What follows belongs to an exercise in optimizing a design on an open flow for small area and a short achievable clock period; a production flow would make more cautious choices.
No run shown here included a check of the RTL's function; only the layout flow was run.
Power figures rest on the tool's default switching activity, not on a simulated workload.

File: flow/design.v
`timescale 1ns / 1ps
module Register(Clock, L, ld_lo, ld_hi, inc, dec, Q);
    input wire Clock;
    input wire [15:0] L;
    input wire ld_lo, ld_hi, inc, dec;
    output reg [15:0] Q;
    wire id = inc | dec;
    wire [16:0] c;
    wire [15:0] s;
    assign s[0] = Q[0] ^ id;
    assign c[1] = Q[0] & id;
    genvar i;
    generate
        for (i = 1; i < 16; i = i + 1) begin : g_fa
            wire ci = (i == 8) ? ((inc & (&Q[7:0])) | (dec & (|Q[7:0]))) : c[i];
            assign s[i]   = Q[i] ^ dec ^ ci;
            assign c[i+1] = (Q[i] & dec) | (Q[i] & ci) | (dec & ci);
        end
    endgenerate
    always @(posedge Clock) begin
        Q[7:0]  <= ld_lo ? L[7:0]  : s[7:0];
        Q[15:8] <= ld_hi ? L[15:8] : s[15:8];
    end
endmodule
`timescale 1ns / 1ps
module Dec3to8(sel, oh);
    input wire [2:0] sel;
    output wire [7:0] oh;
    assign oh = 8'd1 << sel;
endmodule
module RdMux8(oh, d0, d1, d2, d3, d4, d5, d6, d7, out);
    input wire [7:0] oh;
    input wire [15:0] d0, d1, d2, d3, d4, d5, d6, d7;
    output wire [15:0] out;
    assign out = ({16{oh[0]}} & d0) | ({16{oh[1]}} & d1) | ({16{oh[2]}} & d2) | ({16{oh[3]}} & d3) |
                 ({16{oh[4]}} & d4) | ({16{oh[5]}} & d5) | ({16{oh[6]}} & d6) | ({16{oh[7]}} & d7);
endmodule
module RegLoadCtl(ALUOut, OutC, MemOut, IROut, MuxSel, FunSel, L, ld_lo, ld_hi, inc, dec);
    input wire [15:0] ALUOut, OutC, IROut;
    input wire [7:0] MemOut;
    input wire [1:0] MuxSel;
    input wire [2:0] FunSel;
    output wire [15:0] L;
    output wire ld_lo, ld_hi, inc, dec;
    wire [15:0] I = (MuxSel == 2'b00) ? ALUOut :
                    (MuxSel == 2'b01) ? OutC :
                    (MuxSel == 2'b10) ? {8'h00, MemOut} : IROut;
    wire f_clr = (FunSel == 3'b011);
    wire f_ld  = (FunSel == 3'b010);
    wire f_hi  = (FunSel == 3'b110);
    wire f_sx  = (FunSel == 3'b111);
    assign L[7:0]  = f_clr ? 8'h00 : I[7:0];
    assign L[15:8] = ({8{f_ld}} & I[15:8]) | ({8{f_hi}} & I[7:0]) | ({8{f_sx & I[7]}});
    assign inc   = (FunSel == 3'b001);
    assign dec   = (FunSel == 3'b000);
    assign ld_lo = (FunSel[2] | FunSel[1]) & ~f_hi;              
    assign ld_hi = (FunSel[2] | FunSel[1]) & (FunSel != 3'b101);  
endmodule
module RegisterFile(L, ld_lo, ld_hi, inc, dec, OutASel, OutBSel, RegSel, ScrSel, Clock, OutA, OutB);
    input wire [15:0] L;
    input wire ld_lo, ld_hi, inc, dec;
    input wire [2:0] OutASel, OutBSel;
    input wire [3:0] RegSel, ScrSel;
    input wire Clock;
    output wire [15:0] OutA, OutB;
    wire [7:0] en = ~{RegSel, ScrSel};
    wire [15:0] Q [0:7];
    genvar r;
    generate
        for (r = 0; r < 8; r = r + 1) begin : g_r
            Register R(.Clock(Clock), .L(L), .ld_lo(en[7-r] & ld_lo), .ld_hi(en[7-r] & ld_hi),
                       .inc(en[7-r] & inc), .dec(en[7-r] & dec), .Q(Q[r]));
        end
    endgenerate
    wire [7:0] ohA, ohB;
    Dec3to8 decA(.sel(OutASel), .oh(ohA));
    Dec3to8 decB(.sel(OutBSel), .oh(ohB));
    RdMux8 muxA(.oh(ohA), .d0(Q[0]), .d1(Q[1]), .d2(Q[2]), .d3(Q[3]), .d4(Q[4]), .d5(Q[5]), .d6(Q[6]), .d7(Q[7]), .out(OutA));
    RdMux8 muxB(.oh(ohB), .d0(Q[0]), .d1(Q[1]), .d2(Q[2]), .d3(Q[3]), .d4(Q[4]), .d5(Q[5]), .d6(Q[6]), .d7(Q[7]), .out(OutB));
endmodule
`timescale 1ns / 1ps
module RdMux3(oh, d0, d1, d2, out);
    input wire [2:0] oh;
    input wire [15:0] d0, d1, d2;
    output wire [15:0] out;
    assign out = ({16{oh[0]}} & d0) | ({16{oh[1]}} & d1) | ({16{oh[2]}} & d2);
endmodule
module AddressRegisterFile(L, ld_lo, ld_hi, inc, dec, OutCSel, OutDSel, RegSel, Clock, OutC, OutD);
    input wire [15:0] L;
    input wire ld_lo, ld_hi, inc, dec;
    input wire [1:0] OutCSel, OutDSel;
    input wire [2:0] RegSel;
    input wire Clock;
    output wire [15:0] OutC, OutD;
    wire [2:0] en = ~RegSel;  
    wire [15:0] QPC, QAR, QSP;
    Register PC(.Clock(Clock), .L(L), .ld_lo(en[2] & ld_lo), .ld_hi(en[2] & ld_hi),
                .inc(en[2] & inc), .dec(en[2] & dec), .Q(QPC));
    Register AR(.Clock(Clock), .L(L), .ld_lo(en[1] & ld_lo), .ld_hi(en[1] & ld_hi),
                .inc(en[1] & inc), .dec(en[1] & dec), .Q(QAR));
    Register SP(.Clock(Clock), .L(L), .ld_lo(en[0] & ld_lo), .ld_hi(en[0] & ld_hi),
                .inc(en[0] & inc), .dec(en[0] & dec), .Q(QSP));
    wire [2:0] ohC = {OutCSel == 2'b11, OutCSel == 2'b10, ~OutCSel[1]};
    wire [2:0] ohD = {OutDSel == 2'b11, OutDSel == 2'b10, ~OutDSel[1]};
    RdMux3 muxC(.oh(ohC), .d0(QPC), .d1(QAR), .d2(QSP), .out(OutC));
    RdMux3 muxD(.oh(ohD), .d0(QPC), .d1(QAR), .d2(QSP), .out(OutD));
endmodule
`timescale 1ns / 1ps
module InstructionRegister(I, Write, LH, Clock, IROut);
    input wire [7:0] I;
    input wire Write, LH, Clock;
    output reg [15:0] IROut;
    always @(posedge Clock) begin
        if (Write & ~LH) IROut[7:0]  <= I;
        if (Write &  LH) IROut[15:8] <= I;
    end
endmodule
`timescale 1ns / 1ps
module KSCarry(g, t, cin, c);
    input wire [15:0] g, t;
    input wire cin;
    output wire [16:0] c;
    wire [16:0] gl [0:5];
    wire [16:0] pl [0:5];
    assign gl[0] = {g, cin};
    assign pl[0] = {t, 1'b0};
    genvar l, i;
    generate
        for (l = 0; l < 5; l = l + 1) begin : g_lvl
            for (i = 0; i < 17; i = i + 1) begin : g_bit
                if (i >= (1 << l)) begin : g_node
                    assign gl[l+1][i] = gl[l][i] | (pl[l][i] & gl[l][i - (1 << l)]);
                    assign pl[l+1][i] = pl[l][i] & pl[l][i - (1 << l)];
                end else begin : g_pass
                    assign gl[l+1][i] = gl[l][i];
                    assign pl[l+1][i] = pl[l][i];
                end
            end
        end
    endgenerate
    assign c = gl[5];
endmodule
module ArithmeticLogicUnit(A, B, FunSel, WF, Clock, ALUOut, FlagsOut);
    input wire [15:0] A, B;
    input wire [4:0] FunSel;
    input wire WF, Clock;
    output wire [15:0] ALUOut;
    output reg [3:0] FlagsOut;    
    wire C = FlagsOut[2];
    wire N = FlagsOut[1];
    wire O = FlagsOut[0];
    wire w = FunSel[4];
    wire [3:0] op = FunSel[3:0];
    wire sub = (op == 4'd6);
    wire [15:0] Bx = B ^ {16{sub}};
    wire cin = sub | ((op == 4'd5) & C);
    wire [16:0] c;
    KSCarry ks(.g(A & Bx), .t(A | Bx), .cin(cin), .c(c));
    wire [15:0] sum = (A ^ B) ^ (c[15:0] ^ {16{sub}});
    reg [3:0] t;
    always @(*) begin
        case (op)
            4'd0:  t = 4'b1100;  
            4'd1:  t = 4'b1010;  
            4'd2:  t = 4'b0011;  
            4'd3:  t = 4'b0101;  
            4'd7:  t = 4'b1000;  
            4'd8:  t = 4'b1110;  
            4'd9:  t = 4'b0110;  
            4'd10: t = 4'b0111;  
            default: t = 4'b0000;
        endcase
    end
    wire [15:0] lg = ({16{t[3]}} & A & B) | ({16{t[2]}} & A & ~B) |
                     ({16{t[1]}} & ~A & B) | ({16{t[0]}} & ~A & ~B);
    wire s_add = (op == 4'd4) | (op == 4'd5) | sub;
    wire s_shl = (op == 4'd11) | (op == 4'd14);
    wire s_shr = (op == 4'd12) | (op == 4'd13) | (op == 4'd15);
    wire lsb   = (op == 4'd14) & (w ? C : A[7]);                  
    wire msb16 = (op == 4'd13) ? A[15] : ((op == 4'd15) & C);     
    wire msb8  = (op == 4'd13) ? A[7]  : ((op == 4'd15) & A[0]);  
    wire [15:0] shl = {A[14:0], lsb};
    wire [15:0] shr = {msb16, A[15:9], w ? A[8] : msb8, A[7:1]};
    wire [15:0] r = ({16{s_add}} & sum) | lg | ({16{s_shl}} & shl) | ({16{s_shr}} & shr);
    assign ALUOut = {r[15:8] & {8{w}}, r[7:0]};
    wire cout = w ? c[16] : c[8];
    wire am = w ? A[15] : A[7];
    wire bm = w ? Bx[15] : Bx[7];
    wire rm = w ? ALUOut[15] : ALUOut[7];
    wire Zn = ~|ALUOut;
    wire Cn = s_add ? (cout ^ sub) : s_shl ? am : s_shr ? A[0] : C;
    wire Nn = (op == 4'd13) ? N : rm;
    wire On = s_add ? ((am == bm) & (rm != am)) : O;
    always @(posedge Clock)
        if (WF) FlagsOut <= {Zn, Cn, Nn, On};
endmodule
`timescale 1ns / 1ps
module ArithmeticLogicUnitSystem(
    RF_OutASel, RF_OutBSel, RF_FunSel, RF_RegSel, RF_ScrSel,
    ALU_FunSel, ALU_WF,
    ARF_OutCSel, ARF_OutDSel, ARF_FunSel, ARF_RegSel,
    IR_LH, IR_Write,
    MemOut,
    MuxASel, MuxBSel, MuxCSel, Clock,
    OutA, OutB, ALUOut, Flags_out, OutC, Address, IROut, MuxCOut);
    input wire [2:0] RF_OutASel, RF_OutBSel, RF_FunSel;
    input wire [3:0] RF_RegSel, RF_ScrSel;
    output wire [15:0] OutA, OutB;
    input wire [4:0] ALU_FunSel;
    input wire ALU_WF;
    output wire [15:0] ALUOut;
    output wire [3:0] Flags_out;
    input wire [1:0] ARF_OutCSel, ARF_OutDSel;
    input wire [2:0] ARF_FunSel, ARF_RegSel;
    output wire [15:0] OutC;
    input wire IR_LH;
    input wire IR_Write;
    output wire [15:0] IROut;
    output wire [15:0] Address;
    input wire [7:0] MemOut;
    input wire [1:0] MuxASel;
    input wire [1:0] MuxBSel;
    input wire MuxCSel;
    output wire [7:0] MuxCOut;
    input wire Clock;
    assign MuxCOut = MuxCSel ? ALUOut[15:8] : ALUOut[7:0];
    ArithmeticLogicUnit ALU(.A(OutA), .B(OutB), .FunSel(ALU_FunSel), .WF(ALU_WF), .Clock(Clock),
                            .ALUOut(ALUOut), .FlagsOut(Flags_out));
    InstructionRegister IR(.I(MemOut), .Write(IR_Write), .LH(IR_LH), .Clock(Clock), .IROut(IROut));
    wire [15:0] LA;
    wire a_lo, a_hi, a_inc, a_dec;
    RegLoadCtl ctlA(.ALUOut(ALUOut), .OutC(OutC), .MemOut(MemOut), .IROut(IROut), .MuxSel(MuxASel),
                    .FunSel(RF_FunSel), .L(LA), .ld_lo(a_lo), .ld_hi(a_hi), .inc(a_inc), .dec(a_dec));
    RegisterFile RF(.L(LA), .ld_lo(a_lo), .ld_hi(a_hi), .inc(a_inc), .dec(a_dec),
                    .OutASel(RF_OutASel), .OutBSel(RF_OutBSel), .RegSel(RF_RegSel), .ScrSel(RF_ScrSel),
                    .Clock(Clock), .OutA(OutA), .OutB(OutB));
    wire [15:0] LB;
    wire b_lo, b_hi, b_inc, b_dec;
    RegLoadCtl ctlB(.ALUOut(ALUOut), .OutC(OutC), .MemOut(MemOut), .IROut(IROut), .MuxSel(MuxBSel),
                    .FunSel(ARF_FunSel), .L(LB), .ld_lo(b_lo), .ld_hi(b_hi), .inc(b_inc), .dec(b_dec));
    AddressRegisterFile ARF(.L(LB), .ld_lo(b_lo), .ld_hi(b_hi), .inc(b_inc), .dec(b_dec),
                            .OutCSel(ARF_OutCSel), .OutDSel(ARF_OutDSel), .RegSel(ARF_RegSel),
                            .Clock(Clock), .OutC(OutC), .OutD(Address));
endmodule
File: flow/flow/run.sh
#!/bin/bash
# Standard ORFS layout with small port buffers and power (area) recovery
# after global routing. Each stage's full tool output is in orfs/logs; the
# make output is kept in flow_make.log.
set -euo pipefail
bash standard.sh "BUFFER_PORTS_ARGS=-buffer_cell sky130_fd_sc_hd__buf_2" RECOVER_POWER=100 finish > flow_make.log 2>&1
File: flow/standard.sh
#!/bin/bash
# synth_recipe.tcl (not shown) runs the flow's synth.tcl, then flattens the netlist and writes it again
# the make line also repeats each setting of config.mk as NAME=value (left out here)
make -C /OpenROAD-flow-scripts/flow DESIGN_CONFIG=/design/flow/config.mk WORK_HOME=/design/flow/orfs CLKGATE_MAP_FILE= SYNTH_SCRIPT=/design/flow/synth_recipe.tcl "${@:-finish}"
File: flow/config.mk
export PLATFORM = sky130hd
export DESIGN_NAME = ArithmeticLogicUnitSystem
export DESIGN_NICKNAME = ArithmeticLogicUnitSystem
export VERILOG_FILES = /design/flow/design.v
export SDC_FILE = /design/flow/constraint.sdc
export NUM_CORES = 4
export LEC_CHECK = 0
export ABC_AREA = 1
export CAP_MARGIN = 20
export CORE_MARGIN = 2
export CORE_UTILIZATION = 40
export SETUP_SLACK_MARGIN = 3.0
export SLEW_MARGIN = 20
export SYNTH_HIERARCHICAL = 1
File: flow/constraint.sdc
create_clock -name core_clock -period 9.0 [get_ports {Clock}]
set_input_delay 1.8000 -clock core_clock [delete_from_list [all_inputs] [get_ports {Clock}]]
set_output_delay 1.8000 -clock core_clock [all_outputs]
set_load 0.01 [all_outputs]
==> run notes, run 1 <==
- The flow ran to the end and the layout has no timing, DRC or antenna violations.
- Of the total power, registers draw about a third.
* Slew margin rel.: under 10%
- Pwr Density: around 230 nW/um2
- No sink is reached through more buffers than the 2 on the longest clock path.
- Endpoint arrival time on the critical path: ~5700 ps
- Number of CTS-inserted buffers: 17
- After detailed routing, the number of remaining DRC violations is 0.
* Area of all placed cells without fillers: between 20000 and 25000 um2
* Final setup violating endpoints: 0
- Start point of the worst min-delay path: ARF.SP.Q[15]$_DFF_P_
- M1 wire length: 30500 um
- Chain of cells forming the critical path: clkbuf_1, ha_1, nand3_1, clkbuf_1, xor2_1, nand2_2, nand2_1, nand2_1, nand2_2, nand2_1, nand2_1, nand2_4, clkbuf_1, nand3b_1, nand2_1, nand2_1, nand2_1, nand2_2, nor2_1, clkinvlp_2, nand2_1, nand2_1, clkbuf_1
- Fin crit period: roughly 7500 ps
- Critical R2R Launch: RF.g_r[0].R.Q[0]$_DFF_P_
- Clock latency on the worst-skew pair: ~520 ps
* Hold slack: about 650 ps
- In the detailed route, the total length drawn on met3 is roughly 7500 um.
- Buffers added on ports: between 150 and 200
- In this run the worst path has a maximum fanout of 7.
* Highest Signal Layer: met4
- The worst setup path is launched from a primary input.
- The min-delay analysis places its worst path in the category flip-flop to flip-flop.
* Number of different library cells in the post-synthesis netlist: 40
- Clock transition at the registers of the reported paths: about 90 ps
* Die ar.: ~49000 um2
* Largest delay contributor family on the critical path: simple AND/OR/NAND/NOR gates
- ~160 I/O pins were placed.
- Number of levels in the clock H-tree: 4
- Pins over their slew limit: 0
- Detailed route wirelength on metal2: about 33000 um
- The number of antenna violations at the first check in global routing is 0.
* Maximum clock rate: ~0.13 GHz
- Top cell by count, worst path: sky130_fd_sc_hd__nand2_1
- Synthesis inferred between 150 and 200 register bits.
- Portion of the post-synthesis area used by sequential elements: between 20% and 30%
* Count of vias placed by the detailed router: ~21000
* Wirelength per Cell: 19.2 um
- Global-route wire length before repair: around 110000 um
* Post-Synthesis Cells: a little over 3000
- Setup repair after global routing could not meet its margin everywhere.
* Total leakage power: roughly 12 nW
* Worst ir drop on vdd: approximately 0.00017 V
- Worst Path Buf+Inv: 5
- DIE WIDTH: around 220 um
- Post-synthesis average cell area: slightly above 6 um2
- The final layout contains between 3000 and 4000 nets.
- Most frequent cells after synthesis: sky130_fd_sc_hd__nand2_1, sky130_fd_sc_hd__nor2_1, sky130_fd_sc_hd__nand3_1
- The count of nets left with antenna violations once routing finished came out at 0.
- Once detailed placement completed, the half-perimeter wirelength came to ~55000 um.
* Area share of the largest cell type after synthesis: around a third
* Overall Global Routing Usage: a little under a third
- For this run, the slowest stage of the critical path takes approximately 650 ps.
* Req. time, crit path: 7200 ps
- TritonCTS clock tree: yes
* Total count of hold-check failures in the final report: 0
* DRC violation total after the first TritonRoute iteration: between 2000 and 3000
- For this design, the sink count on the clock tree is 196.
* Type of the worst setup path: primary input to primary output
- The number of global-route vias before repair came to 19300.
- Fill cell instance count of the final layout: 4842
* RePlAce Congestion: ~0.98
* Share of synthesized registers carrying an async set or reset: 0%
* Most common cell in the synthesized netlist: sky130_fd_sc_hd__nand2_1
- Vias per std cell: roughly 5.3
- Hold buffers post-CTS: 0
- Number of enable flip-flop cells after synthesis: 20
* Least-Margin Pin Slew: ~1400 ps
* Row count: slightly below 80
- On the final layout, the worst clock skew is roughly 23 ps.
- For this run, the detailed router's first-pass iteration total came to 19.
* Crit share post-route: 83.3%
- Entering global routing, the biggest net connects 28 pins.
- DIE HEIGHT: about 220 um
- Yosys printed 11 warnings.
* Mapped cell area: ~19000 um2
* Clock root buffer master: sky130_fd_sc_hd__clkbuf_16
* Final WL: around 75000 um
* Crit path from: ALU_FunSel[1]
- Combinational logic burns between 50% and 60% of the power.
- On the critical path, the stage with the largest delay is an instance of sky130_fd_sc_hd__clkbuf_1.
- Ranking of synthesized cells by area: sky130_fd_sc_hd__nand2_1, sky130_fd_sc_hd__dfxtp_1, sky130_fd_sc_hd__fa_1
- Proportion of total power due to net switching: 52.6%
- Of the total power, the clock network draws 16.6%.
* Aggregate global routing overflow: 0
- Compared with the post-synthesis result, the final layout area differs by 17.5%.
* Max-cap violations: 0
- Fraction of final layout cells sized beyond drive strength 1: between 10% and 20%
- Flip-flop cell with the highest count after synthesis: sky130_fd_sc_hd__dfxtp_1
- Summed over all instances, the cell type with the most area after synthesis is sky130_fd_sc_hd__nand2_1.
- For the final routed database, the setup TNS stands at 0 ps.
- STA classifies the critical path endpoint as a primary output.
* Area post-placement: around 20000 um2
- The initial utilization of the core area, before any placement, comes to around 41%.
- After floorplanning, the core was sized to cover 46700 um2.
- Synthesis produced a netlist with a net count of 3293.
- For flop-to-flop paths, the worst setup slack is between 4000 and 5000 ps.
- Summed over all nets, the switching power comes to 0.00270 W.
* Internal cell power: 0.00243 W
modules after synthesis (local to each module, per instance), excerpt:
module | copies in the design | cell area [um2] | cells | flops+latches
RdMux8 | 2 | 1110 | 256 | 0
ArithmeticLogicUnitSystem | 1 | 105 | 26 | 0
RegLoadCtl | 2 | 687 | 154 | 0
KSCarry | 1 | 553 | 127 | 0
RdMux3 | 2 | 338 | 70 | 0
InstructionRegister | 1 | 498 | 20 | 16
Dec3to8 | 2 | 56.3 | 15 | 0
Register | 11 | 930 | 113 | 16
AddressRegisterFile | 1 | 95.1 | 24 | 0
ArithmeticLogicUnit | 1 | 2940 | 619 | 4
cell families after synthesis:
logic type / Yosys count / synth area share, %
simple gates: 2290 / 49.1
buf+inv: 340 / 9.69
flops: 196 / 21.8
compound gates: 79 / 2.25
xor+xnor: 20 / 0.925
fa+ha+maj: 159 / 16.2
mux: 1 / 0.0529
state kept, by name, indices dropped and copies added (netlist names):
signal,flops
RF.g_r.R.Q,128
ARF.SP.Q,16
ARF.PC.Q,16
IR.IROut,16
ALU.FlagsOut,4
ARF.AR.Q,16
layout make-up:
class	instances	area [um2]	area share, %
repair buffers	284	1890	8.50
inverters	238	966	4.34
clock inverters	15	196	0.883
flip-flops and latches	196	4120	18.5
well taps	607	759	3.42
clock buffers	17	425	1.91
multi-input cells	2549	13900	62.4
diodes	2	5.00	0.0225
worst paths after layout:
check / to / cells past startpoint
worst max register to register: RF.g_r[6].R.Q[14]$_DFF_P_ / 26
worst max-delay path: MuxCOut[7] / 23
worst min register to register: ARF.SP.Q[15]$_DFF_P_ / 4
worst min-delay path: ARF.SP.Q[15]$_DFF_P_ / 4
per-layer routing:
metal | vias up | track usage [%]
met5 | - | 0
met4 | 0 | 14.7
met3 | 215 | 5.42
met2 | 1081 | 47.5
met1 | 9707 | 40.4
li1 | 9799 | -
worst register-to-register path, stage by stage (launching register included):
cell and delay (ps):
sky130_fd_sc_hd__dfxtp_1 390, sky130_fd_sc_hd__nand2_1 100, sky130_fd_sc_hd__nand2_1 70, sky130_fd_sc_hd__nor2_2 150
sky130_fd_sc_hd__nand2_2 120, sky130_fd_sc_hd__xor2_1 330, sky130_fd_sc_hd__nand2_2 100, sky130_fd_sc_hd__nand2_1 80
sky130_fd_sc_hd__nand2_1 110, sky130_fd_sc_hd__nand2_2 80, sky130_fd_sc_hd__nand2_1 60, sky130_fd_sc_hd__nand2_1 110
sky130_fd_sc_hd__nand2_4 80, sky130_fd_sc_hd__clkbuf_1 120, sky130_fd_sc_hd__nand3b_1 180, sky130_fd_sc_hd__nand2_1 70
sky130_fd_sc_hd__nand2_1 40, sky130_fd_sc_hd__nand2_1 70, sky130_fd_sc_hd__nand2_2 50, sky130_fd_sc_hd__nor2_1 230
sky130_fd_sc_hd__clkinvlp_2 420, sky130_fd_sc_hd__nand2_1 230, sky130_fd_sc_hd__nand2_1 90, sky130_fd_sc_hd__nand2_1 190
sky130_fd_sc_hd__nand3_1 590, sky130_fd_sc_hd__nand2_1 270, sky130_fd_sc_hd__nand2_1 70
cells in the final DEF (no fill, tap or decap), types with 61 or more instances in the layout:
master,instances
sky130_fd_sc_hd__nand2_1,1510
sky130_fd_sc_hd__nor2_1,251
sky130_fd_sc_hd__nand3_1,233
sky130_fd_sc_hd__dfxtp_1,176
sky130_fd_sc_hd__inv_1,156
sky130_fd_sc_hd__fa_1,143
sky130_fd_sc_hd__nand2_2,116
sky130_fd_sc_hd__clkbuf_1,103
sky130_fd_sc_hd__buf_4,69
sky130_fd_sc_hd__buf_2,65
sky130_fd_sc_hd__inv_2,61
stage by stage:
stage | utilization, % | cells | setup slack [ps] | total power (W)
3_3_place_gp | 42.3 | 3772 | 1490 | 0.00383
4_1_cts | 47.0 | 3878 | 2730 | 0.00503
3_5_place_dp | 42.3 | 3772 | 1430 | 0.00387
6_report | 47.7 | 3908 | 1500 | 0.00513
2_1_floorplan | - | 3085 | 3010 | 0.00298
5_1_grt | 47.7 | 3906 | 1300 | 0.00548
power by group through the flow:
stage | sequential [W] | clock (W) | combinational, W
after floorplan | 0.00148 | 0 | 0.00150
after global placement | 0.00165 | 0 | 0.00218
after detailed placement | 0.00165 | 0 | 0.00222
after CTS | 0.00164 | 0.000860 | 0.00254
after global routing | 0.00170 | 0.000887 | 0.00289
final | 0.00164 | 0.000849 | 0.00264
timing repair:
item | CTS | global route
resized for setup | 272 | 138
pin swaps | 120 | 80
setup buffers | 68 | 26
cloned | 6 | 2
setup endpoints to repair | 41 | 24
==> inputs of run 2 (changes only) <==
--- a/flow/design.v
+++ b/flow/design.v
@@ -116,47 +116,63 @@
     end
 endmodule
 `timescale 1ns / 1ps
-module KSCarry(g, t, cin, c);
-    input wire [15:0] g, t;
-    input wire cin;
-    output wire [16:0] c;
-    wire [16:0] gl [0:5];
-    wire [16:0] pl [0:5];
-    assign gl[0] = {g, cin};
-    assign pl[0] = {t, 1'b0};
-    genvar l, i;
+module AluGT(A, B, sub, ng, nt);
+    input wire [15:0] A, B;
+    input wire sub;
+    output wire [15:0] ng, nt;
+    wire [15:0] Bx = B ^ {16{sub}};
+    assign ng = ~(A & Bx);
+    assign nt = ~(A | Bx);
+endmodule
+module KSLevel #(parameter D = 1, parameter INV = 1) (gi, pi, go, po);
+    input wire [16:0] gi, pi;
+    output wire [16:0] go, po;
+    genvar i;
     generate
-        for (l = 0; l < 5; l = l + 1) begin : g_lvl
-            for (i = 0; i < 17; i = i + 1) begin : g_bit
-                if (i >= (1 << l)) begin : g_node
-                    assign gl[l+1][i] = gl[l][i] | (pl[l][i] & gl[l][i - (1 << l)]);
-                    assign pl[l+1][i] = pl[l][i] & pl[l][i - (1 << l)];
-                end else begin : g_pass
-                    assign gl[l+1][i] = gl[l][i];
-                    assign pl[l+1][i] = pl[l][i];
+        for (i = 0; i < 17; i = i + 1) begin : g_bit
+            if (i >= D) begin : g_node
+                if (INV) begin : g_inv    
+                    assign go[i] = ~(gi[i] & (pi[i] | gi[i-D]));
+                    assign po[i] = ~(pi[i] | pi[i-D]);
+                end else begin : g_true   
+                    assign go[i] = ~(gi[i] | (pi[i] & gi[i-D]));
+                    assign po[i] = ~(pi[i] & pi[i-D]);
                 end
+            end else begin : g_pass
+                assign go[i] = ~gi[i];
+                assign po[i] = ~pi[i];
             end
         end
     endgenerate
-    assign c = gl[5];
-endmodule
-module ArithmeticLogicUnit(A, B, FunSel, WF, Clock, ALUOut, FlagsOut);
+endmodule
+module AluLogic(A, B, t, lg);
+    input wire [15:0] A, B;
+    input wire [3:0] t;
+    output wire [15:0] lg;
+    wire [15:0] u = (B & {16{t[3]}}) | (~B & {16{t[2]}});    
+    wire [15:0] v = (B & {16{t[1]}}) | (~B & {16{t[0]}});    
+    assign lg = (A & u) | (~A & v);
+endmodule
+module AluPreMix(A, B, lg, sub, s_add, s_shl, s_shr, lsb, msb16, msb8, w, r0, r1);
+    input wire [15:0] A, B, lg;
+    input wire sub, s_add, s_shl, s_shr, lsb, msb16, msb8, w;
+    output wire [15:0] r0, r1;
+    wire [15:0] p = A ^ B ^ {16{sub}};
+    wire [15:0] shl = {A[14:0], lsb};
+    wire [15:0] shr = {msb16, A[15:9], w ? A[8] : msb8, A[7:1]};
+    wire [15:0] oth = lg | ({16{s_shl}} & shl) | ({16{s_shr}} & shr);
+    wire [15:0] m = {{8{w}}, 8'hff};
+    assign r0 = m & (({16{s_add}} &  p) | oth);
+    assign r1 = m & (({16{s_add}} & ~p) | oth);
+endmodule
+module AluPre(A, B, FunSel, C, r0, r1);
     input wire [15:0] A, B;
     input wire [4:0] FunSel;
-    input wire WF, Clock;
-    output wire [15:0] ALUOut;
-    output reg [3:0] FlagsOut;    
-    wire C = FlagsOut[2];
-    wire N = FlagsOut[1];
-    wire O = FlagsOut[0];
+    input wire C;
+    output wire [15:0] r0, r1;
     wire w = FunSel[4];
     wire [3:0] op = FunSel[3:0];
     wire sub = (op == 4'd6);
-    wire [15:0] Bx = B ^ {16{sub}};
-    wire cin = sub | ((op == 4'd5) & C);
-    wire [16:0] c;
-    KSCarry ks(.g(A & Bx), .t(A | Bx), .cin(cin), .c(c));
-    wire [15:0] sum = (A ^ B) ^ (c[15:0] ^ {16{sub}});
     reg [3:0] t;
     always @(*) begin
         case (op)
@@ -171,28 +187,71 @@
             default: t = 4'b0000;
         endcase
     end
-    wire [15:0] lg = ({16{t[3]}} & A & B) | ({16{t[2]}} & A & ~B) |
-                     ({16{t[1]}} & ~A & B) | ({16{t[0]}} & ~A & ~B);
+    wire [15:0] lg;
+    AluLogic lu(.A(A), .B(B), .t(t), .lg(lg));
     wire s_add = (op == 4'd4) | (op == 4'd5) | sub;
     wire s_shl = (op == 4'd11) | (op == 4'd14);
     wire s_shr = (op == 4'd12) | (op == 4'd13) | (op == 4'd15);
     wire lsb   = (op == 4'd14) & (w ? C : A[7]);                  
     wire msb16 = (op == 4'd13) ? A[15] : ((op == 4'd15) & C);     
     wire msb8  = (op == 4'd13) ? A[7]  : ((op == 4'd15) & A[0]);  
-    wire [15:0] shl = {A[14:0], lsb};
-    wire [15:0] shr = {msb16, A[15:9], w ? A[8] : msb8, A[7:1]};
-    wire [15:0] r = ({16{s_add}} & sum) | lg | ({16{s_shl}} & shl) | ({16{s_shr}} & shr);
-    assign ALUOut = {r[15:8] & {8{w}}, r[7:0]};
-    wire cout = w ? c[16] : c[8];
+    AluPreMix mix(.A(A), .B(B), .lg(lg), .sub(sub), .s_add(s_add), .s_shl(s_shl), .s_shr(s_shr),
+                  .lsb(lsb), .msb16(msb16), .msb8(msb8), .w(w), .r0(r0), .r1(r1));
+endmodule
+module AluSel(c, r0, r1, r);
+    input wire [15:0] c, r0, r1;
+    output wire [15:0] r;
+    assign r = (c & r1) | (~c & r0);
+endmodule
+module AluFlags(A, B, FunSel, c8, c16, r, F, Fn);
+    input wire [15:0] A, B, r;
+    input wire [4:0] FunSel;
+    input wire c8, c16;
+    input wire [3:0] F;      
+    output wire [3:0] Fn;
+    wire w = FunSel[4];
+    wire [3:0] op = FunSel[3:0];
+    wire sub = (op == 4'd6);
+    wire s_add = (op == 4'd4) | (op == 4'd5) | sub;
+    wire s_shl = (op == 4'd11) | (op == 4'd14);
+    wire s_shr = (op == 4'd12) | (op == 4'd13) | (op == 4'd15);
+    wire cout = w ? c16 : c8;
     wire am = w ? A[15] : A[7];
-    wire bm = w ? Bx[15] : Bx[7];
-    wire rm = w ? ALUOut[15] : ALUOut[7];
-    wire Zn = ~|ALUOut;
-    wire Cn = s_add ? (cout ^ sub) : s_shl ? am : s_shr ? A[0] : C;
-    wire Nn = (op == 4'd13) ? N : rm;
-    wire On = s_add ? ((am == bm) & (rm != am)) : O;
+    wire bm = (w ? B[15] : B[7]) ^ sub;
+    wire rm = w ? r[15] : r[7];
+    wire Zn = ~|r;
+    wire Cn = s_add ? (cout ^ sub) : s_shl ? am : s_shr ? A[0] : F[2];
+    wire Nn = (op == 4'd13) ? F[1] : rm;
+    wire On = s_add ? ((am == bm) & (rm != am)) : F[0];
+    assign Fn = {Zn, Cn, Nn, On};
+endmodule
+module ArithmeticLogicUnit(A, B, FunSel, WF, Clock, ALUOut, FlagsOut);
+    input wire [15:0] A, B;
+    input wire [4:0] FunSel;
+    input wire WF, Clock;
+    output wire [15:0] ALUOut;
+    output reg [3:0] FlagsOut;    
+    wire C = FlagsOut[2];
+    wire [3:0] op = FunSel[3:0];
+    wire sub = (op == 4'd6);
+    wire ncin = ~(sub | ((op == 4'd5) & C));
+    wire [15:0] ng, nt;
+    AluGT gt(.A(A), .B(B), .sub(sub), .ng(ng), .nt(nt));
+    wire [16:0] g0, p0, g1, p1, g2, p2, g3, p3, g4, p4, c, p5;
+    assign g0 = {ng, ncin};
+    assign p0 = {nt, 1'b1};
+    KSLevel #(.D(1),  .INV(1)) l0(.gi(g0), .pi(p0), .go(g1), .po(p1));
+    KSLevel #(.D(2),  .INV(0)) l1(.gi(g1), .pi(p1), .go(g2), .po(p2));
+    KSLevel #(.D(4),  .INV(1)) l2(.gi(g2), .pi(p2), .go(g3), .po(p3));
+    KSLevel #(.D(8),  .INV(0)) l3(.gi(g3), .pi(p3), .go(g4), .po(p4));
+    KSLevel #(.D(16), .INV(1)) l4(.gi(g4), .pi(p4), .go(c),  .po(p5));
+    wire [15:0] r0, r1;
+    AluPre pre(.A(A), .B(B), .FunSel(FunSel), .C(C), .r0(r0), .r1(r1));
+    AluSel sel(.c(c[15:0]), .r0(r0), .r1(r1), .r(ALUOut));
+    wire [3:0] Fn;
+    AluFlags fl(.A(A), .B(B), .FunSel(FunSel), .c8(c[8]), .c16(c[16]), .r(ALUOut), .F(FlagsOut), .Fn(Fn));
     always @(posedge Clock)
-        if (WF) FlagsOut <= {Zn, Cn, Nn, On};
+        if (WF) FlagsOut <= Fn;
 endmodule
 `timescale 1ns / 1ps
 module ArithmeticLogicUnitSystem(
==> flow/run.sh (new file) <==
#!/bin/bash
# synth_recipe.tcl (not shown) runs the flow's synth.tcl, then flattens the netlist and writes it again
# the make line also repeats each setting of config.mk as NAME=value (left out here)
make -C /OpenROAD-flow-scripts/flow DESIGN_CONFIG=/design/flow/config.mk WORK_HOME=/design/flow/orfs CLKGATE_MAP_FILE= SYNTH_SCRIPT=/design/flow/synth_recipe.tcl finish
--- a/flow/config.mk
+++ b/flow/config.mk
@@ -5,7 +5,6 @@
 export SDC_FILE = /design/flow/constraint.sdc
 export NUM_CORES = 4
 export LEC_CHECK = 0
-export ABC_AREA = 1
 export CAP_MARGIN = 20
 export CORE_MARGIN = 2
 export CORE_UTILIZATION = 40
removed: flow/flow/run.sh
removed: flow/standard.sh
==> run 2 against run 1 <==
  * Via count decreased by 27%
  * Utilization increased by 5.0 points
  * Combinational power increased by 37%
  * Total power increased by 23%
  * Cell area decreased by 0.53%
  * Register-to-register slack got worse by 240 ps
  * Sequential power increased by 15%
  * Critical path type unchanged
==> run notes, run 2 <==
- Unrepaired setup endpoints after global routing: yes
- In this run the most critical hold path is launched from ALU.FlagsOut[0]$_DFFE_PP_.
- Clk sinks: 196 (unchanged)
* Leading cell type in the layout, fill and taps excluded: sky130_fd_sc_hd__dfxtp_1
- The final design instance area without fill came to 22100 um2 (-0.53%).
- Number of CTS-inserted buffers: 17 (unchanged)
- The total power divided by cell area came to 285 nW/um2 (+24%).
- The number of flip-flops in the largest register came to 128 (unchanged).
- The highest fanout seen on the critical path came to 10 (+3).
- Maximum clock rate: 0.157 GHz (+18%)
- Overall Global Routing Usage: 28.1% (-2.2 points)
* Clock Path Buffers: 2 (unchanged)
* Post-DP HPWL: 43800 um (-20%)
- Area post-placement: 18700 um2 (-5.2%)
* Yosys Warn Count: 11 (unchanged)
- The pin count of the biggest net entering global routing was 32 (+14%).
- Most flops, register: RF.g_r.R.Q
- The fraction of layout instances using a drive strength above 1 came to 39.5% (+23 points).
- The worst clock skew was 22.6 ps (-0.422 ps).
* Switching power: 0.00278 W (+3.1%)
- Vias per std cell: 6.22 (+17%)
- TritonCTS clock tree: yes
* Wirelength per Cell: 26.1 um (+36%)
* Power share of the sequential group: 29.8% (-2.3 points)
- The final hold violation count is 0 (unchanged).
- The number of cell rows came to 75 (-5.1%).
* DIE WIDTH: 211 um (-4.9%)
* Die ar.: 44400 um2 (-9.6%)
- The number of antenna violations at the first check in global routing came to 2 (+2).
* Crit share post-route: 70.7% (-13 points)
- The count of nets left with antenna violations after detail routing is 0 (unchanged).
- Mapped cell area: 17100 um2 (-9.7%)
- Buffers added on ports: 156 (unchanged)
- Final setup violating endpoints: 0 (unchanged)
* Proportion of total power due to net switching: 44.1% (-8.6 points)
- Type of the worst setup path: primary input to primary output
- Count of vias placed by the detailed router: 15100 (-27%)
- The logic gate share of total power came to 57.3% (+5.9 points).
- RePlAce Congestion: 1.00 (+3.0%)
- The min-delay analysis places its worst path in the category flip-flop to flip-flop.
* Post-synthesis average cell area: 10.7 um2 (+75%)
* Initial standard-cell utilization of the core: 40.6% (+0.073 points)
- Total leakage power: 9.32 nW (-21%)
- The post-detailed-route DRC marker count is 0 (unchanged).
* Fin crit period: 6360 ps (-1140 ps)
- The first-pass detailed-route iteration total was 10 (-9).
* Count of inserted antenna diode cells: 0 (-2)
- Post-Synthesis Net Count: 1802 (-45%)
- Slew margin rel.: 19.6% (+12 points)
- The number of global-route vias before repair was 14900 (-23%).
- Endpoint arrival time on the critical path: 4560 ps (-1140 ps)
* Clock transition at the registers of the reported paths: 90 ps (about the same)
- STA classifies the critical path startpoint as a primary input.
* Max-cap violations: 0 (unchanged)
- The flow ran to the end and the layout has no timing, DRC or antenna violations.
- The total length of routed wires is 63300 um (-16%).
- The number of nets in the layout was 2084 (-40%).
- Total I/O pin count: 157 (unchanged)
- The data required time at the worst endpoint is 7200 ps (about the same).
- In this run the worst setup path begins at RF_OutASel[2].
- The clock latency at the later pin of the worst-skew pair was 490 ps (-30 ps).
- In the layout the commonest cells are sky130_fd_sc_hd__dfxtp_1, sky130_fd_sc_hd__mux2_2, sky130_fd_sc_hd__fa_1, sky130_fd_sc_hd__buf_4, sky130_fd_sc_hd__clkdlybuf4s50_1.
- Relative to the synthesized area, the layout overhead comes to 29.4%.
* Global-route wire length before repair: 93300 um (-18%)
- Post-Synthesis Cells: 1593 (-48%)
- Aggregate global routing overflow: 0 (unchanged)
- Fill cell instance count of the final layout: 3632 (-25%)
* Least-Margin Pin Slew: 1210 ps (-181 ps)
- Accumulated negative setup slack: 0 ps (unchanged)
* Clock root buffer master: sky130_fd_sc_hd__clkbuf_16
* Critical R2R Launch: RF.g_r[4].R.Q[6]$_DFF_P_
* DRC violation total after the first TritonRoute iteration: 1694 (-35%)
- Internal cell power: 0.00353 W (+45%)
* Proportion of power drawn by the clock network: 12.9% (-3.7 points)
- Pins over their slew limit: 0 (unchanged)
* Number of levels in the clock H-tree: 4 (unchanged)
- The die outline height came to 211 um (-4.9%).
- Worst ir drop on vdd: 0.000147 V (-14%)
- The area of the placeable core is 42000 um2 (-9.9%).
* Kind of capture point of the worst setup path: primary output
==> run 2: worst paths after layout <==
kind / end / slack, ps / cells past startpoint
worst max-delay path: MuxCOut[3] / 2640 / 12
worst min-delay path: ALU.FlagsOut[0]$_DFFE_PP_ / 610 / 1
worst max register to register: ALU.FlagsOut[2]$_DFFE_PP_ / 4240 / 32
worst min register to register: ALU.FlagsOut[0]$_DFFE_PP_ / 610 / 1
==> run 2: final cells by class <==
type	count	area, um2	share of cell area [%]
timing repair buffer	361	3500	15.8
inverter	70	265	1.20
clock buffer	18	439	1.99
multi-input combinational	1229	13000	58.6
sequential	196	4120	18.6
tap	539	674	3.05
clock inverter	14	155	0.701
==> run 2: repair_timing <==
| item | 4_1_cts | 5_1_grt |
|---|---|---|
| endpoints found under the setup margin | 208 | 39 |
| setup buffers | 154 | 23 |
| hold buffers | 0 | 0 |
| gates resized for setup | 370 | 112 |
| gates cloned | 12 | 3 |
| pin swaps | 76 | 26 |
==> run 2: power groups by stage <==
stage | Combinational [W] | Clock (W) | Sequential (W)
after floorplan | 0.00177 | 0 | 0.00166
after global placement | 0.00267 | 0 | 0.00184
after detailed placement | 0.00273 | 0 | 0.00185
after CTS | 0.00331 | 0.000825 | 0.00185
after global routing | 0.00385 | 0.000852 | 0.00194
final | 0.00362 | 0.000814 | 0.00188
==> run 2: through the flow <==
step / hold slack [ps] / cells / worst slack, ps / utilization, % / power [W]
after floorplan: 631 / 1593 / 2990 / - / 0.00344
after global placement: 571 / 2203 / 951 / 44.5 / 0.00451
after detailed placement: 582 / 2203 / 1190 / 44.6 / 0.00458
after CTS: 601 / 2401 / 2760 / 51.1 / 0.00598
after global routing: 608 / 2427 / 2580 / 52.6 / 0.00664
final: 614 / 2427 / 2640 / 52.6 / 0.00631
==> run 2: critical path, cell delays in order <==
cell and delay, ps:
sky130_fd_sc_hd__buf_4 180, sky130_fd_sc_hd__nor3b_4 290, sky130_fd_sc_hd__buf_2 320, sky130_fd_sc_hd__a22oi_2 150
sky130_fd_sc_hd__nand4_1 110, sky130_fd_sc_hd__buf_4 180, sky130_fd_sc_hd__mux4_2 340, sky130_fd_sc_hd__a221oi_4 290
sky130_fd_sc_hd__o22ai_2 170, sky130_fd_sc_hd__mux2_4 340, sky130_fd_sc_hd__mux2_4 270, sky130_fd_sc_hd__buf_6 120
==> run 2: metal layers <==
layer / vias up / global-route usage, % / wire, um
met4: 2 / 16.2 / 3900
met2: 897 / 43.4 / 28200
li1: 6481 / - / -
met5: - / 0 / 13
met3: 237 / 5.23 / 5480
met1: 7473 / 36.9 / 25700
==> inputs of run 3 (changes only) <==
--- a/flow/config.mk
+++ b/flow/config.mk
@@ -8,6 +8,6 @@
 export CAP_MARGIN = 20
 export CORE_MARGIN = 2
 export CORE_UTILIZATION = 40
-export SETUP_SLACK_MARGIN = 3.0
+export SETUP_SLACK_MARGIN = 2.2
 export SLEW_MARGIN = 20
 export SYNTH_HIERARCHICAL = 1
==> run 3 against run 2 <==
  * Still clean on timing, DRC and antenna
  * Combinational power down 16%
  * First-iteration DRC count down 6.2%
  * Maximum frequency down 7.2%
  * Highest routed layer is now met4
==> run notes, run 3 <==
* Maximum fanout count along the critical path: 11 (+1)
- The number of buffers inserted for hold repair after clock tree synthesis is 0 (unchanged).
* Worst ir drop on vdd: 0.000148 V (+0.15%)
- Chain of cells forming the critical path: buf_4, nor3b_4, buf_6, a22oi_1, nand4_1, buf_4, xor2_1, nor2_2, nor2_1, nand2_1, o21ai_1, inv_1, inv_1, mux2_4, mux2_4, clkdlybuf4s50_1
- The startpoint identified for the worst hold timing path is ALU.FlagsOut[1]$_DFFE_PP_.
- The data arrival time of the worst path came to 5060 ps (+500 ps).
- CP max-delay cell: sky130_fd_sc_hd__clkdlybuf4s50_1
* Die ar.: 44400 um2 (unchanged)
* Critical R2R Launch: ARF.AR.Q[3]$_DFF_P_
- The setup slack of the most critical reg-to-reg path is 4580 ps (+340 ps).
- The worst setup path is launched from a primary input.
- The quantity of I/O buffers inserted on ports is 156 (unchanged).
* Clock root buffer master: sky130_fd_sc_hd__clkbuf_16
- The number of global-route vias before repair is 14300 (-4.0%).
- Switching power: 0.00248 W (-11%)
- The width of the die was 211 um (unchanged).
* Least-Margin Pin Slew: 1190 ps (-17.7 ps)
- The post-synthesis net count is 1802 (unchanged).
- RePlAce Congestion: 0.941 (-6.4%)
* Power share of the sequential group: 32.4% (+2.6 points)
- Fin crit period: 6860 ps (+492 ps)
* Post-route non-filler standard cell count: 2327 (-4.1%)
- Hold/Removal Path Class: flip-flop to flip-flop
* Final setup violating endpoints: 0 (unchanged)
- The logic gate share of total power came to 52.9% (-4.4 points).
- The netlist area before placement came to 17100 um2 (unchanged).
- Leaving out fill and tap cells, the most frequent cell in the layout is sky130_fd_sc_hd__dfxtp_1.
- Aggregate global routing overflow: 0 (unchanged)
- Number of levels in the clock H-tree: 4 (unchanged)
* Final nets: 1984 (-4.8%)
* Wirelength per Cell: 25.8 um (-0.93%)
* Hold depth: 1 (unchanged)
- Post-synthesis average cell area: 10.7 um2 (unchanged)
- Kind of capture point of the worst setup path: primary output
- The total length of routed wires was 60100 um (-5.0%).
- Fraction of final layout cells sized beyond drive strength 1: 28.5% (-11 points)
- The data required time at the worst endpoint was 7200 ps (about the same).
- More flip-flops sit in one register than any other, and that register is RF.g_r.R.Q.
- Global-route wire length before repair: 91000 um (-2.5%)
- Area delta synth->final: 18.5%
- The total clock buffers created by CTS was 17 (unchanged).
- The number of top-level pins was 157 (unchanged).
- Area of the core region: 42000 um2 (unchanged)
- Pwr Density: 283 nW/um2 (-0.83%)
- Clock latency on the worst-skew pair: 470 ps (-20 ps)
* Pins over their slew limit: 0 (unchanged)
- TritonCTS clock tree: yes
- The highest achievable clock rate came to 0.146 GHz (-7.2%).
- Count of vias placed by the detailed router: 14300 (-5.2%)
- By startpoint and endpoint, the worst setup path is classified as primary input to primary output.
- The worst clock skew is 11.9 ps (-10.8 ps).
- The count of mapped cells out of synthesis was 1593 (unchanged).
- Post-DP HPWL: 45300 um (+3.4%)
* DRC violation total after the first TritonRoute iteration: 1589 (-6.2%)
- Depth of the worst register-to-register path: 12 (-63%)
- Slew margin rel.: 20.6% (+1.0 points)
* Total leakage power: 8.57 nW (-8.1%)
- The clock transition at the register clock pins on the worst setup and hold paths after CTS was 80 ps (about the same).
- The run finished with no timing, DRC or antenna violations.
- Accumulated negative setup slack: 0 ps (unchanged)
- The total power is 0.00573 W (-9.2%).
- Largest incremental delay on the critical path: 480 ps (+140 ps)
* Row count: 75 (unchanged)
* Crit share post-route: 76.2% (+5.5 points)
* Largest delay contributor family on the critical path: buffers and inverters
* Total count of hold-check failures in the final report: 0 (unchanged)
* Initial standard-cell utilization of the core: 40.6% (unchanged)
- The library cells used most frequently in the layout, excluding fill and tap cells, are sky130_fd_sc_hd__dfxtp_1, sky130_fd_sc_hd__mux2_2, sky130_fd_sc_hd__fa_1, sky130_fd_sc_hd__clkdlybuf4s50_1, sky130_fd_sc_hd__a22oi_1.
- The count of nets left with antenna violations after detail routing is 0 (unchanged).
- The clock share of power came to 14.7% (+1.8 points).
* DP Cell Count: 2202 (-0.045%)
* Worst Hold Path EP: ALU.FlagsOut[1]$_DFFE_PP_
* Worst R2R End: ARF.AR.Q[15]$_DFF_P_
- Initial antenna violation count: 0 (-2)
- The count of warnings emitted by yosys is 11 (unchanged).
- DIE HEIGHT: 211 um (unchanged)
* Total iterations of the first detailed-routing run: 9 (-1)
- Internal cell power: 0.00325 W (-7.9%)
- The number of antenna cells inserted was 0 (unchanged).
- The pin count of the biggest net entering global routing is 32 (unchanged).
- Proportion of total power due to net switching: 43.3% (-0.82 points)
* Remaining design rule violation count: 0 (unchanged)
* Unrepaired setup endpoints after global routing: yes
* Max-cap violations: 0 (unchanged)
- The number of clock sinks seen by CTS is 196 (unchanged).
- Overall Global Routing Usage: 27.4% (-0.69 points)
- Vias per std cell: 6.15 (-1.1%)
- Clock Path Buffers: 2 (unchanged)
- Worst Path Buf+Inv: 6 (+2)
* Flip-flop count of the largest register after layout: 128 (unchanged)
-- run 3: area by class of cell --
class | instances | area [um2]
Clock buffer | 23 | 509
Clock inverter | 9 | 113
Fill cell | 3905 | 21800
Inverter | 70 | 263
Multi-Input combinational cell | 1225 | 12200
Sequential cell | 196 | 4120
Tap cell | 539 | 674
Timing Repair Buffer | 265 | 2390
-- run 3: worst max-delay path by stage --
stage | from | to | slack [ps] | depth (start not counted)
floorplan | RF_OutBSel[2] | MuxCOut[5] | 2930 | 10
CTS | RF_OutBSel[1] | MuxCOut[4] | 2200 | 15
detailed placement | RF_OutBSel[0] | MuxCOut[5] | 1230 | 11
global placement | RF_OutBSel[0] | MuxCOut[5] | 1290 | 11
finish | RF_OutBSel[2] | MuxCOut[6] | 2140 | 16
global route | RF_OutBSel[2] | MuxCOut[6] | 2000 | 16
-- run 3: through the flow --
| stage | util, % | area, um2 | hold slack, ps | setup slack [ps] |
|---|---|---|---|---|
| finish | 48.2 | 20300 | 638 | 2140 |
| global route | 48.2 | 20300 | 666 | 2000 |
| global placement | 44.4 | 18700 | 587 | 1290 |
| floorplan | - | 17100 | 631 | 2930 |
| CTS | 47.7 | 20100 | 643 | 2200 |
| detailed placement | 44.4 | 18700 | 624 | 1230 |
-- run 3: power groups by stage --
stage / Clock [W] / Combinational (W) / Sequential (W)
detailed placement: 0 / 0.00271 / 0.00186
finish: 0.000843 / 0.00303 / 0.00185
global route: 0.000884 / 0.00327 / 0.00192
floorplan: 0 / 0.00176 / 0.00166
global placement: 0 / 0.00265 / 0.00184
CTS: 0.000850 / 0.00294 / 0.00184
-- run 3: routing by layer --
layer	share of wire (%)	global-route usage [%]	vias to the layer above
met2	47	45.2	750
met4	4.5	11.3	0
met3	7.1	4.37	156
met5	0	0	-
li1	-	-	6275
met1	41	35.8	7131
-- run 3: repair_timing --
| action | in CTS | in global routing |
|---|---|---|
| setup buffers | 85 | 4 |
| resized for setup | 73 | 44 |
| gates cloned | 4 | 0 |
| setup endpoints to repair | 24 | 19 |
| pin swaps | 34 | 7 |
==> inputs of run 4 (changes only) <==
==> flow/flow/run.sh (new file) <==
#!/bin/bash
# Standard ORFS layout with buf_2 port buffers. Each stage's full tool
# output is in orfs/logs; the make output is kept in flow_make.log.
set -euo pipefail
bash standard.sh "BUFFER_PORTS_ARGS=-buffer_cell sky130_fd_sc_hd__buf_2" finish > flow_make.log 2>&1
==> flow/standard.sh (new file) <==
#!/bin/bash
# synth_recipe.tcl (not shown) runs the flow's synth.tcl, then flattens the netlist and writes it again
# the make line also repeats each setting of config.mk as NAME=value (left out here)
make -C /OpenROAD-flow-scripts/flow DESIGN_CONFIG=/design/flow/config.mk WORK_HOME=/design/flow/orfs CLKGATE_MAP_FILE= SYNTH_SCRIPT=/design/flow/synth_recipe.tcl "${@:-finish}"
--- a/flow/config.mk
+++ b/flow/config.mk
@@ -8,6 +8,6 @@
 export CAP_MARGIN = 20
 export CORE_MARGIN = 2
 export CORE_UTILIZATION = 40
-export SETUP_SLACK_MARGIN = 2.2
+export SETUP_SLACK_MARGIN = 3.0
 export SLEW_MARGIN = 20
 export SYNTH_HIERARCHICAL = 1
removed: flow/run.sh
==> run 4 against run 3 <==
  * Combinational power up 8.9%
  * Final cell count is 2.1% higher
  * Via count is 3.1% higher
  * Clock skew is 9.1 ps higher
  * Non-clock buffer count increased by 47
  * Synthesized area did not move
  * Sequential power is essentially flat
  * Synthesized cell count unchanged
  * Cell area up 2.9%
  * Utilization is 1.4 points higher
  * Largest cell class unchanged
==> run notes, run 4 <==
- The number of nets in the layout is 2032 (+2.4%).
- Hold depth: 1 (unchanged)
- The worst hold path terminates at ALU.FlagsOut[0]$_DFFE_PP_.
* Depth of the worst register-to-register path: 12 (unchanged)
- The aggregate global-route resource usage is 27.8% (+0.44 points).
- The leakage component of the power is 9.08 nW (+6.0%).
- The sequential cell fraction of total power was 30.9% (-1.5 points).
* Pwr Density: 289 nW/um2 (+2.1%)
* Hold/Removal Path Class: flip-flop to flip-flop
- Initial antenna violation count: 4 (+4)
- DIE HEIGHT: 211 um (unchanged)
- Yosys Warn Count: 11 (unchanged)
* Commonest cells after routing, fill and taps aside: sky130_fd_sc_hd__dfxtp_1, sky130_fd_sc_hd__mux2_2, sky130_fd_sc_hd__fa_1, sky130_fd_sc_hd__buf_2, sky130_fd_sc_hd__buf_4
* Largest incremental delay on the critical path: 540 ps (+60 ps)
- Number of levels in the clock H-tree: 4 (unchanged)
- Post-route non-filler standard cell count: 2376 (+2.1%)
- Fraction of final layout cells sized beyond drive strength 1: 42.9% (+14 points)
- Final WL: 61900 um (+2.9%)
- The number of global-route vias before repair is 14600 (+2.7%).
- Post-DP HPWL: 44300 um (-2.1%)
- Total count of hold-check failures in the final report: 0 (unchanged)
- The final-report max-slew violation count is 0 (unchanged).
* Area of the core region: 42000 um2 (unchanged)
- Maximum clock rate: 0.157 GHz (+7.4%)
* Remaining design rule violation count: 0 (unchanged)
- The mean instance size in the synthesized netlist was 10.7 um2 (unchanged).
* Combinational share of power: 54.7% (+1.8 points)
- Area delta synth->final: 22.0%
- The final global-route overflow total came to 0 (unchanged).
* CP max-delay cell: sky130_fd_sc_hd__mux4_2
- Clock transition at the registers of the reported paths: 100 ps (+20 ps)
- The worst setup path is captured at a primary output.
* Row count: 75 (unchanged)
- Post-Synthesis Cells: 1593 (unchanged)
- Endpoint arrival time on the critical path: 4580 ps (-480 ps)
* Clock latency on the worst-skew pair: 490 ps (+20 ps)
- Flop2flop setup slack: 4670 ps (+90 ps)
- The number of flip-flops in the largest register was 128 (unchanged).
- Clock root buffer master: sky130_fd_sc_hd__clkbuf_16
- The pin count of the biggest net entering global routing was 32 (unchanged).
- Clock Path Buffers: 2 (unchanged)
- Crit share post-route: 70.9% (-5.2 points)
* Switching power: 0.00272 W (+9.6%)
* Design Power: 0.00602 W (+5.1%)
* Total I/O pin count: 157 (unchanged)
- STA classifies the critical path startpoint as a primary input.
* Leading cell type in the layout, fill and taps excluded: sky130_fd_sc_hd__dfxtp_1
- Max-cap violations: 0 (unchanged)
- Req. time, crit path: 7200 ps (about the same)
- The last weighted congestion value of the routability-driven placer came to 0.921 (-2.1%).
* TritonCTS clock tree: yes
- The time the final worst path needs with I/O delays and setup is 6380 ps (-471 ps).
- Die ar.: 44400 um2 (unchanged)
* Type of the worst setup path: primary input to primary output
- The highest fanout seen on the critical path was 5 (-6).
- Worst clock skew: 21.0 ps (+9.10 ps)
- Count of vias placed by the detailed router: 14800 (+3.1%)
* Slew margin rel.: 18.7% (-1.9 points)
- The first-pass GRT wire length is 92700 um (+1.8%).
* Initial standard-cell utilization of the core: 40.6% (unchanged)
- The count of nets left with antenna violations after detail routing came to 0 (unchanged).
* Vias per std cell: 6.21 (+0.98%)
* Clk sinks: 196 (unchanged)
- Status: finished clean
- Critical R2R Launch: RF.g_r[6].R.Q[7]$_DFF_P_
- The worst register-to-register path ends at RF.g_r[6].R.Q[15]$_DFF_P_.
- Setup repair after global routing could not meet its margin everywhere.
* Hold slack: 602 ps (-36.3 ps)
* Final setup violating endpoints: 0 (unchanged)
- The total clock buffers created by CTS is 17 (unchanged).
- Counting flops per register, the top entry is RF.g_r.R.Q.
- Mapped cell area: 17100 um2 (unchanged)
- Start point of the worst min-delay path: ALU.FlagsOut[0]$_DFFE_PP_
- DIE WIDTH: 211 um (unchanged)
- Total iterations of the first detailed-routing run: 8 (-1)
* Top cell by count, worst path: sky130_fd_sc_hd__buf_6
- Post-Synthesis Net Count: 1802 (unchanged)
* DRC violation total after the first TritonRoute iteration: 1533 (-3.5%)
- The slew at the pin closest to its max-slew limit is 1210 ps (+26.7 ps).
* Chain of cells forming the critical path: buf_12, nor3b_4, buf_6, a22oi_1, nand4_1, buf_6, mux4_2, a221oi_4, a21bo_2, mux2_4, mux2_4, buf_6
* Fill cell instance count of the final layout: 3829 (-1.9%)
- Proportion of power drawn by the clock network: 14.4% (-0.3 points)
* Proportion of total power due to net switching: 45.1% (+1.8 points)
- DP Cell Count: 2196 (-0.27%)
* Worst ir drop on vdd: 0.000147 V (-0.54%)
- Accumulated negative setup slack: 0 ps (unchanged)
* Internal cell power: 0.00331 W (+1.7%)
- Buffers added on ports: 156 (unchanged)
- The average wire per cell in the routed design was 26.1 um (+0.82%).
==> run 4: area by class of cell <==
cell class                 instances  area (um2)  share of cell area, %
sequential                       196        4120                   19.8
tap                              539         674                   3.23
inverter                          70         263                   1.26
antenna                            1        2.50                 0.0120
clock buffer                      17         425                   2.04
clock inverter                    15         213                   1.02
timing repair buffer             312        2450                   11.7
multi-input combinational       1226       12700                   60.9
==> run 4: stage by stage <==
step / cell area (um2) / worst slack (ps) / utilization (%)
3_5_place_dp: 17900 / 1860 / 42.6
2_1_floorplan: 17100 / 2990 / -
6_report: 20800 / 2620 / 49.6
4_1_cts: 20200 / 2670 / 48.1
5_1_grt: 20800 / 2520 / 49.6
3_3_place_gp: 17900 / 1620 / 42.6
==> run 4: worst max-delay path by stage <==
stage / from / endpoint / slack (ps) / cells past startpoint
global route: RF_OutBSel[2] / MuxCOut[7] / 2520 / 17
finish: RF_OutBSel[0] / MuxCOut[4] / 2620 / 12
global placement: RF_OutBSel[1] / MuxCOut[6] / 1620 / 14
detailed placement: RF_OutBSel[1] / MuxCOut[6] / 1860 / 14
CTS: RF_OutBSel[1] / MuxCOut[5] / 2670 / 13
floorplan: RF_OutBSel[0] / MuxCOut[5] / 2990 / 10
==> run 4: what timing repair did <==
action | in CTS | in global routing
resized for setup | 154 | 81
endpoints found under the setup margin | 31 | 31
buffers inserted | 117 | 21
pin swaps | 66 | 30
hold buffers | 0 | 0
cloned | 8 | 1
==> run 4: metal layers <==
metal | part of all wire [%] | track usage, % | wire length [um]
met5 | 0.037 | 0 | 23
met4 | 4.7 | 13.2 | 2910
met3 | 7.9 | 5.20 | 4900
met1 | 41 | 36.4 | 25400
met2 | 46 | 44.5 | 28600
==> run 4: worst max-delay path, delay by kind of cell <==
kind / cells / cell delay (ps)
AOI/OAI and AO/OA: 3 / 560
buffers and inverters: 4 / 580
muxes: 3 / 1150
and+or+nand+nor: 2 / 490
==> run 4: power by group through the flow <==
stage | logic [W] | clock network [W] | registers, W
6_report | 0.00330 | 0.000866 | 0.00186
5_1_grt | 0.00354 | 0.000898 | 0.00194
4_1_cts | 0.00306 | 0.000868 | 0.00184
3_5_place_dp | 0.00252 | 0 | 0.00185
3_3_place_gp | 0.00246 | 0 | 0.00184
2_1_floorplan | 0.00177 | 0 | 0.00166

-- re-timing with driven ports --
In the flow no input, the clock included, has a driving cell. The finished layouts below were timed again as built, in two steps. Step 1 sets driving cells, clkbuf_16 on the clock port and buf_2 on the other inputs (assumed; they add their load-dependent delay and slew). Step 2 also shifts input and output timing later by t, the mid clock arrival at the registers, as if the neighbouring blocks saw the same clock. Slacks: ideal / step 1 / step 2; pairs: ideal / step 1.
run | shift t [ns] | setup WS [ns] | worst register clock-pin slew, ns
run 1 | 0.570 | 1.499 / 1.474 / 1.474 | 0.10 / 0.10
run 2 | 0.529 | 2.636 / 2.570 / 2.338 | 0.09 / 0.09
run 3 | 0.518 | 2.144 / 2.106 / 2.012 | 0.08 / 0.08
run 4 | 0.538 | 2.615 / 2.460 / 2.460 | 0.10 / 0.10
After both steps setup and hold are still met in every run listed. For run 2, which loses most, drivers alone change the setup slack by -0.066 ns; drivers and shift together by -0.298 ns.
